This design comes from an exercise in tuning for small area and a short achievable clock period on the open sky130 flow, not from production work. In this exercise RTL edits were held to simulation tests only and were not proved equivalent to the original. Power is estimated from default activity; no workload was simulated.

==> 03-01 <==
==> flow/design.v (excerpt) <==
module MIPS(
    input   wire                CLK,
    input   wire                reset,
    input   wire     [31:0]     Instr,
    input   wire     [31:0]     ReadData,
    output  wire     [31:0]     PC,
    output  wire     [31:0]     ALUResult,
    output  wire     [31:0]     WriteData,
    output  wire                MemWrite
);
==> module Register_file, before the edit <==
module Register_file(
    output  wire    [31 : 0] RD1,
    output  wire    [31 : 0] RD2,
    input   wire    [31 : 0] WD3N,      
    input   wire    [ 4 : 0] A1,
    input   wire    [ 4 : 0] A2,
    input   wire    [ 4 : 0] A3,
    input   wire             CLK,
    input   wire             WE3,
    input   wire             reset
);
    reg     [31:0]      regfile [31:0];
    reg     [31:0]      valid;
    wire    [31:0]      sel1, sel2, wen;
    wire    [31:0]      wdn = WD3N;
    genvar i, j;
    generate
        for (i = 0; i < 32; i = i + 1) begin : r
            wire [31:0] d;
            assign wen[i]  = WE3 & (A3 == i);
            assign sel1[i] = valid[i] & (A1 == i);
            assign sel2[i] = valid[i] & (A2 == i);
            for (j = 0; j < 32; j = j + 1) begin : h
                RegHold h (.q(regfile[i][j]), .enn(~wen[i]), .wdn(wdn[j]), .d(d[j]));
            end
            always @(posedge CLK)
                regfile[i] <= d;
            always @(posedge CLK, negedge reset)
                if (~reset)
                    valid[i] <= 1'b0;
                else if (wen[i])
                    valid[i] <= 1'b1;
        end
        for (j = 0; j < 32; j = j + 1) begin : b
            wire [31:0] col;
            for (i = 0; i < 32; i = i + 1) begin : c
                assign col[i] = regfile[i][j];
            end
            ReadMux m1 (.d(col), .s(sel1), .y(RD1[j]));
            ReadMux m2 (.d(col), .s(sel2), .y(RD2[j]));
        end
    endgenerate
endmodule
==> module DatapathUnit, before the edit <==
module DatapathUnit (
    input   wire            CLK,
    input   wire            reset,
    input   wire    [31:0]  Instr,
    input   wire            Jmp,
    input   wire            Branch,
    input   wire            MemtoReg,
    input   wire            RegDst,
    input   wire            RegWrite,
    input   wire            RType,
    input   wire    [ 4:0]  ROp,
    input   wire    [31:0]  ReadData,
    output  wire    [31:0]  PC,
    output  wire    [31:0]  ALUResult,
    output  wire    [31:0]  WriteData
);
    wire    [31:0]  RD1;
    wire    [31:0]  RD2;
    wire    [31:0]  WD3N;
    wire    [ 4:0]  A3;
    wire    [31:0]  SignImm;
    wire    [31:0]  RResult;
    wire    [31:0]  Product;
    wire    [31:0]  OtherResult;
    Register_file M1
    (
        .RD1(RD1),
        .RD2(RD2),
        .WD3N(WD3N),
        .A1(Instr[25:21]),
        .A2(Instr[20:16]),
        .A3(A3),
        .CLK(CLK),
        .WE3(RegWrite),
        .reset(reset)
    );
    MUX #(.WIDTH(5)) wReg_MUX
    (
        .In1(Instr[20:16]),
        .In2(Instr[15:11]),
        .sel(RegDst),
        .Out(A3)
    );
    SignExtend S1
    (
        .Inst(Instr[15:0]),
        .SignImm(SignImm)
    );
    AddrAdder ADDR
    (
        .a(RD1),
        .b(SignImm),
        .s(ALUResult)
    );
    assign WriteData = RD2;
    ALU AL1
    (
        .SrcA(RD1),
        .SrcB(RD2),
        .ROp(ROp),
        .ALUResult(RResult),
        .Product(Product)
    );
    assign OtherResult = MemtoReg ? ReadData : (RType ? RResult : ALUResult);
    assign WD3N = ~((RType & ROp[4]) ? Product : OtherResult);
    ProgramCounter PC1
    (
        .CLK(CLK),
        .reset(reset),
        .Taken(Branch & (RD1 == RD2)),
        .Jmp(Jmp),
        .Instr(Instr),
        .PC(PC)
    );
endmodule
export LEC_CHECK = 0
export CAP_MARGIN = 20
export CORE_MARGIN = 2
export CORE_UTILIZATION = 55
export CTS_BUF_LIST = sky130_fd_sc_hd__clkbuf_4 sky130_fd_sc_hd__clkbuf_8
export PLACE_DENSITY = 0.7
export SLEW_MARGIN = 20
export SYNTH_HIERARCHICAL = 1
create_clock -name core_clock -period 25.0 [get_ports {CLK}]
standard.sh (not shown) runs the stock make flow with config.mk's settings and CLKGATE_MAP_FILE= SYNTH_SCRIPT=/design/flow/synth_recipe.tcl, a recipe that flattens the netlist after the stock synthesis.
==> flow/flow/run.sh <==
#!/bin/bash
# The standard layout (the standard.sh, unchanged synthesis), with timing
# repair aiming for a setup slack margin so the achieved period drops below
# the (loose) clock period, clock tree synthesis without dummy loads, and
# plain buf_2 cells (not delay cells) as the port buffers.
# Each tool's log is under orfs/logs/; this script's own output goes to run.log.
set -euo pipefail
MARGIN=$(cat flow/margin.txt)
bash standard.sh SETUP_SLACK_MARGIN=$MARGIN TNS_END_PERCENT=$(cat flow/tns.txt) \
  "CTS_ARGS=-sink_clustering_enable -repair_clock_nets -dont_use_dummy_load -buf_list {sky130_fd_sc_hd__clkbuf_4 sky130_fd_sc_hd__clkbuf_8}" \
  "BUFFER_PORTS_ARGS=-buffer_cell sky130_fd_sc_hd__buf_2" \
  finish > run.log 2>&1
==> flow/flow/margin.txt <==
12
==> flow/flow/tns.txt <==
0
==> inputs of 08-06, as changes to 03-01 <==
--- a/flow/design.v
+++ b/flow/design.v
@@ -1226,7 +1226,7 @@
 module Register_file(
     output  wire    [31 : 0] RD1,
     output  wire    [31 : 0] RD2,
-    input   wire    [31 : 0] WD3N,      
+    input   wire    [31 : 0] WD3,
     input   wire    [ 4 : 0] A1,
     input   wire    [ 4 : 0] A2,
     input   wire    [ 4 : 0] A3,
@@ -1237,7 +1237,7 @@
     reg     [31:0]      regfile [31:0];
     reg     [31:0]      valid;
     wire    [31:0]      sel1, sel2, wen;
-    wire    [31:0]      wdn = WD3N;
+    wire    [31:0]      wdn = ~WD3;
     genvar i, j;
     generate
         for (i = 0; i < 32; i = i + 1) begin : r
@@ -1436,7 +1436,7 @@
 );
     wire    [31:0]  RD1;
     wire    [31:0]  RD2;
-    wire    [31:0]  WD3N;
+    wire    [31:0]  WD3;
     wire    [ 4:0]  A3;
     wire    [31:0]  SignImm;
     wire    [31:0]  RResult;
@@ -1446,7 +1446,7 @@
     (
         .RD1(RD1),
         .RD2(RD2),
-        .WD3N(WD3N),
+        .WD3(WD3),
         .A1(Instr[25:21]),
         .A2(Instr[20:16]),
         .A3(A3),
@@ -1482,7 +1482,7 @@
         .Product(Product)
     );
     assign OtherResult = MemtoReg ? ReadData : (RType ? RResult : ALUResult);
-    assign WD3N = ~((RType & ROp[4]) ? Product : OtherResult);
+    assign WD3 = (RType & ROp[4]) ? Product : OtherResult;
     ProgramCounter PC1
     (
         .CLK(CLK),
==> flow/flow/run.sh (replaced) <==
#!/bin/bash
# The standard layout (the standard.sh, unchanged synthesis), with timing
# repair aiming for a setup slack margin so the achieved period drops below
# the (loose) clock period. Each tool's log is under orfs/logs/; this script's
# own output goes to run.log.
set -euo pipefail
MARGIN=$(cat flow/margin.txt)
bash standard.sh SETUP_SLACK_MARGIN=$MARGIN finish > run.log 2>&1
==> flow/flow/margin.txt (replaced) <==
10
removed: flow/flow/tns.txt
==> inputs of 09-03, as changes to 03-01 <==
--- a/flow/design.v
+++ b/flow/design.v
@@ -1226,7 +1226,7 @@
 module Register_file(
     output  wire    [31 : 0] RD1,
     output  wire    [31 : 0] RD2,
-    input   wire    [31 : 0] WD3N,      
+    input   wire    [31 : 0] WD3,
     input   wire    [ 4 : 0] A1,
     input   wire    [ 4 : 0] A2,
     input   wire    [ 4 : 0] A3,
@@ -1237,7 +1237,7 @@
     reg     [31:0]      regfile [31:0];
     reg     [31:0]      valid;
     wire    [31:0]      sel1, sel2, wen;
-    wire    [31:0]      wdn = WD3N;
+    wire    [31:0]      wdn = ~WD3;
     genvar i, j;
     generate
         for (i = 0; i < 32; i = i + 1) begin : r
@@ -1436,7 +1436,7 @@
 );
     wire    [31:0]  RD1;
     wire    [31:0]  RD2;
-    wire    [31:0]  WD3N;
+    wire    [31:0]  WD3;
     wire    [ 4:0]  A3;
     wire    [31:0]  SignImm;
     wire    [31:0]  RResult;
@@ -1446,7 +1446,7 @@
     (
         .RD1(RD1),
         .RD2(RD2),
-        .WD3N(WD3N),
+        .WD3(WD3),
         .A1(Instr[25:21]),
         .A2(Instr[20:16]),
         .A3(A3),
@@ -1482,7 +1482,7 @@
         .Product(Product)
     );
     assign OtherResult = MemtoReg ? ReadData : (RType ? RResult : ALUResult);
-    assign WD3N = ~((RType & ROp[4]) ? Product : OtherResult);
+    assign WD3 = (RType & ROp[4]) ? Product : OtherResult;
     ProgramCounter PC1
     (
         .CLK(CLK),
==> flow/run.sh (new file) <==
#!/bin/bash
# synth_recipe.tcl (not shown) runs the flow's synth.tcl, then flattens the netlist and writes it again
# the make line also repeats each setting of config.mk as NAME=value (left out here)
make -C /OpenROAD-flow-scripts/flow DESIGN_CONFIG=/design/flow/config.mk WORK_HOME=/design/flow/orfs CLKGATE_MAP_FILE= SYNTH_SCRIPT=/design/flow/synth_recipe.tcl finish
--- a/flow/config.mk
+++ b/flow/config.mk
@@ -8,7 +8,6 @@
 export CAP_MARGIN = 20
 export CORE_MARGIN = 2
 export CORE_UTILIZATION = 55
-export CTS_BUF_LIST = sky130_fd_sc_hd__clkbuf_4 sky130_fd_sc_hd__clkbuf_8
 export PLACE_DENSITY = 0.7
 export SLEW_MARGIN = 20
 export SYNTH_HIERARCHICAL = 1
removed: flow/flow/run.sh
removed: flow/flow/margin.txt
removed: flow/flow/tns.txt
removed: flow/standard.sh
==> inputs of 01-21, as changes to 03-01 <==
--- a/flow/design.v
+++ b/flow/design.v
@@ -1226,7 +1226,7 @@
 module Register_file(
     output  wire    [31 : 0] RD1,
     output  wire    [31 : 0] RD2,
-    input   wire    [31 : 0] WD3N,      
+    input   wire    [31 : 0] WD3,
     input   wire    [ 4 : 0] A1,
     input   wire    [ 4 : 0] A2,
     input   wire    [ 4 : 0] A3,
@@ -1237,7 +1237,7 @@
     reg     [31:0]      regfile [31:0];
     reg     [31:0]      valid;
     wire    [31:0]      sel1, sel2, wen;
-    wire    [31:0]      wdn = WD3N;
+    wire    [31:0]      wdn = ~WD3;
     genvar i, j;
     generate
         for (i = 0; i < 32; i = i + 1) begin : r
@@ -1436,7 +1436,7 @@
 );
     wire    [31:0]  RD1;
     wire    [31:0]  RD2;
-    wire    [31:0]  WD3N;
+    wire    [31:0]  WD3;
     wire    [ 4:0]  A3;
     wire    [31:0]  SignImm;
     wire    [31:0]  RResult;
@@ -1446,7 +1446,7 @@
     (
         .RD1(RD1),
         .RD2(RD2),
-        .WD3N(WD3N),
+        .WD3(WD3),
         .A1(Instr[25:21]),
         .A2(Instr[20:16]),
         .A3(A3),
@@ -1482,7 +1482,7 @@
         .Product(Product)
     );
     assign OtherResult = MemtoReg ? ReadData : (RType ? RResult : ALUResult);
-    assign WD3N = ~((RType & ROp[4]) ? Product : OtherResult);
+    assign WD3 = (RType & ROp[4]) ? Product : OtherResult;
     ProgramCounter PC1
     (
         .CLK(CLK),
==> flow/run.sh (new file) <==
#!/bin/bash
# synth_recipe.tcl (not shown) runs the flow's synth.tcl, then flattens the netlist and writes it again
# the make line also repeats each setting of config.mk as NAME=value (left out here)
make -C /OpenROAD-flow-scripts/flow DESIGN_CONFIG=/design/flow/config.mk WORK_HOME=/design/flow/orfs CLKGATE_MAP_FILE= SYNTH_SCRIPT=/design/flow/synth_recipe.tcl finish
removed: flow/flow/run.sh
removed: flow/flow/margin.txt
removed: flow/flow/tns.txt
removed: flow/standard.sh
==> flow_summary_export.csv <==
group,metric,value,unit
yosys,seq_area_frac_synth,36.4,%
cells_and_area,area_delta_synth_final,13.8,%
route,wl_met3,37100,um
yosys,ys_types,98,
yosys,synthTopCellsByArea,"dfxtp_1 (34%), a222oi_1 (11%), o21ai_1 (8.5%)",
cells_and_area,mostFrequentLayoutCells,"nand2_1 (1207), o21ai_1 (1036), dfxtp_1 (1024), a222oi_1 (640), xnor2_1 (306)",
placed_design,dp_cells,8240,
outcome,status,"no timing/DRC/antenna violations",
yosys,ys_top_cells_by_count,"nand2_1 (1239), o21ai_1 (1034), dfxtp_1 (1024), a222oi_1 (640), xnor2_1 (308)",
placed_design,dp_slack,8.40,ns
setup_path,r2r_end,"D1.M1.regfile[0][31]$_DFF_P_",
cells_and_area,buf_share,4.74,%
cells_and_area,multi_input_area,0.0375,mm2
pwr,combPwrFrac,10.9,%
route,routed-wl-met2,101000,um
route,vias,59952,
cells_and_area,num_antenna_cells,9,
route,wire_per_inst,28.7,um
[end of results for 08-06]
==> flow_summary_export.csv <==
group,metric,value,unit
route,wl_met3,35900,um
placed_design,dp_slack,8.40,ns
cells_and_area,area_delta_synth_final,12.6,%
route,routed-wl-met2,99300,um
yosys,seq_area_frac_synth,36.4,%
yosys,synthTopCellsByArea,"dfxtp_1 (34%), a222oi_1 (11%), o21ai_1 (8.5%)",
yosys,ys_types,98,
outcome,status,"no timing/DRC/antenna violations",
route,vias,59505,
cells_and_area,mostFrequentLayoutCells,"nand2_1 (1207), o21ai_1 (1035), dfxtp_1 (1024), a222oi_1 (640), xnor2_1 (308)",
cells_and_area,num_antenna_cells,4,
placed_design,dp_cells,8240,
[end of results for 01-21]
==> flow_summary_export.csv <==
group,metric,value,unit
outcome,status,"no timing/DRC/antenna violations",
route,vias,59083,
pwr,combPwrFrac,10.5,%
route,routed-wl-met2,99100,um
yosys,synthTopCellsByArea,"dfxtp_1 (34%), a222oi_1 (11%), o21ai_1 (8.5%)",
cells_and_area,multi_input_area,0.0371,mm2
cells_and_area,mostFrequentLayoutCells,"nand2_1 (1207), o21ai_1 (1035), dfxtp_1 (1024), a222oi_1 (640), xnor2_1 (308)",
yosys,ys_top_cells_by_count,"nand2_1 (1239), o21ai_1 (1034), dfxtp_1 (1024), a222oi_1 (640), xnor2_1 (308)",
cells_and_area,buf_share,4.36,%
[end of results for 09-03]
==> flow_summary_export.csv <==
group,metric,value,unit
setup_path,r2r_end,"D1.M1.regfile[24][30]$_DFF_P_",
route,vias,61775,
route,routed-wl-met2,104000,um
outcome,status,"no timing/DRC/antenna violations",
yosys,ys_types,99,
cells_and_area,area_delta_synth_final,14.1,%
placed_design,dp_slack,9.57,ns
cells_and_area,mostFrequentLayoutCells,"nand2_1 (1206), o21ai_1 (1030), dfxtp_1 (1024), a222oi_1 (640), xnor2_1 (303)",
placed_design,dp_cells,8087,
pwr,combPwrFrac,11.7,%
yosys,synthTopCellsByArea,"dfxtp_1 (34%), a222oi_1 (11%), o21ai_1 (8.5%)",
cells_and_area,buf_share,5.44,%
cells_and_area,multi_input_area,0.0385,mm2
yosys,seq_area_frac_synth,36.5,%
yosys,ys_top_cells_by_count,"nand2_1 (1239), o21ai_1 (1033), dfxtp_1 (1024), a222oi_1 (640), xnor2_1 (304)",
[end of results for 03-01]

what the ideal ports hide:
Ports are ideal in the flow. The routed layouts listed here were re-timed in OpenROAD. Step 1: set_driving_cell puts a clkbuf_16 on CLK and a buf_2 on each other input, an assumption about the parent block. Step 2 adds t to the input delays and takes it off the output delays; t is the mean of the earliest and latest rising clock arrival at the registers after step 1. Input paths then give back, and output paths get back, about the clock's delay inside the block. Three values: no drivers, after step 1, after step 2; two values: the first two.
run	t, ns	slack for setup (ns)	hold WS [ns]	slew at the worst register clock pin (ns)	worst slew at a driven data input, ns
03-01	0.927	10.549 / 10.502 / 9.713	0.462 / 0.462 / 0.462	0.07 / 0.07	0.16
08-06	0.925	9.952 / 9.930 / 9.226	0.462 / 0.462 / 0.462	0.07 / 0.07	0.06
09-03	0.762	8.052 / 8.029 / 8.029	0.462 / 0.462 / 0.462	0.07 / 0.07	0.06
01-21	0.925	7.994 / 7.971 / 7.971	0.463 / 0.463 / 0.463	0.08 / 0.08	0.06
After both steps setup and hold are still met in every run listed. For 03-01, which loses most, drivers alone change the setup slack by -0.047 ns; drivers and shift together by -0.836 ns.
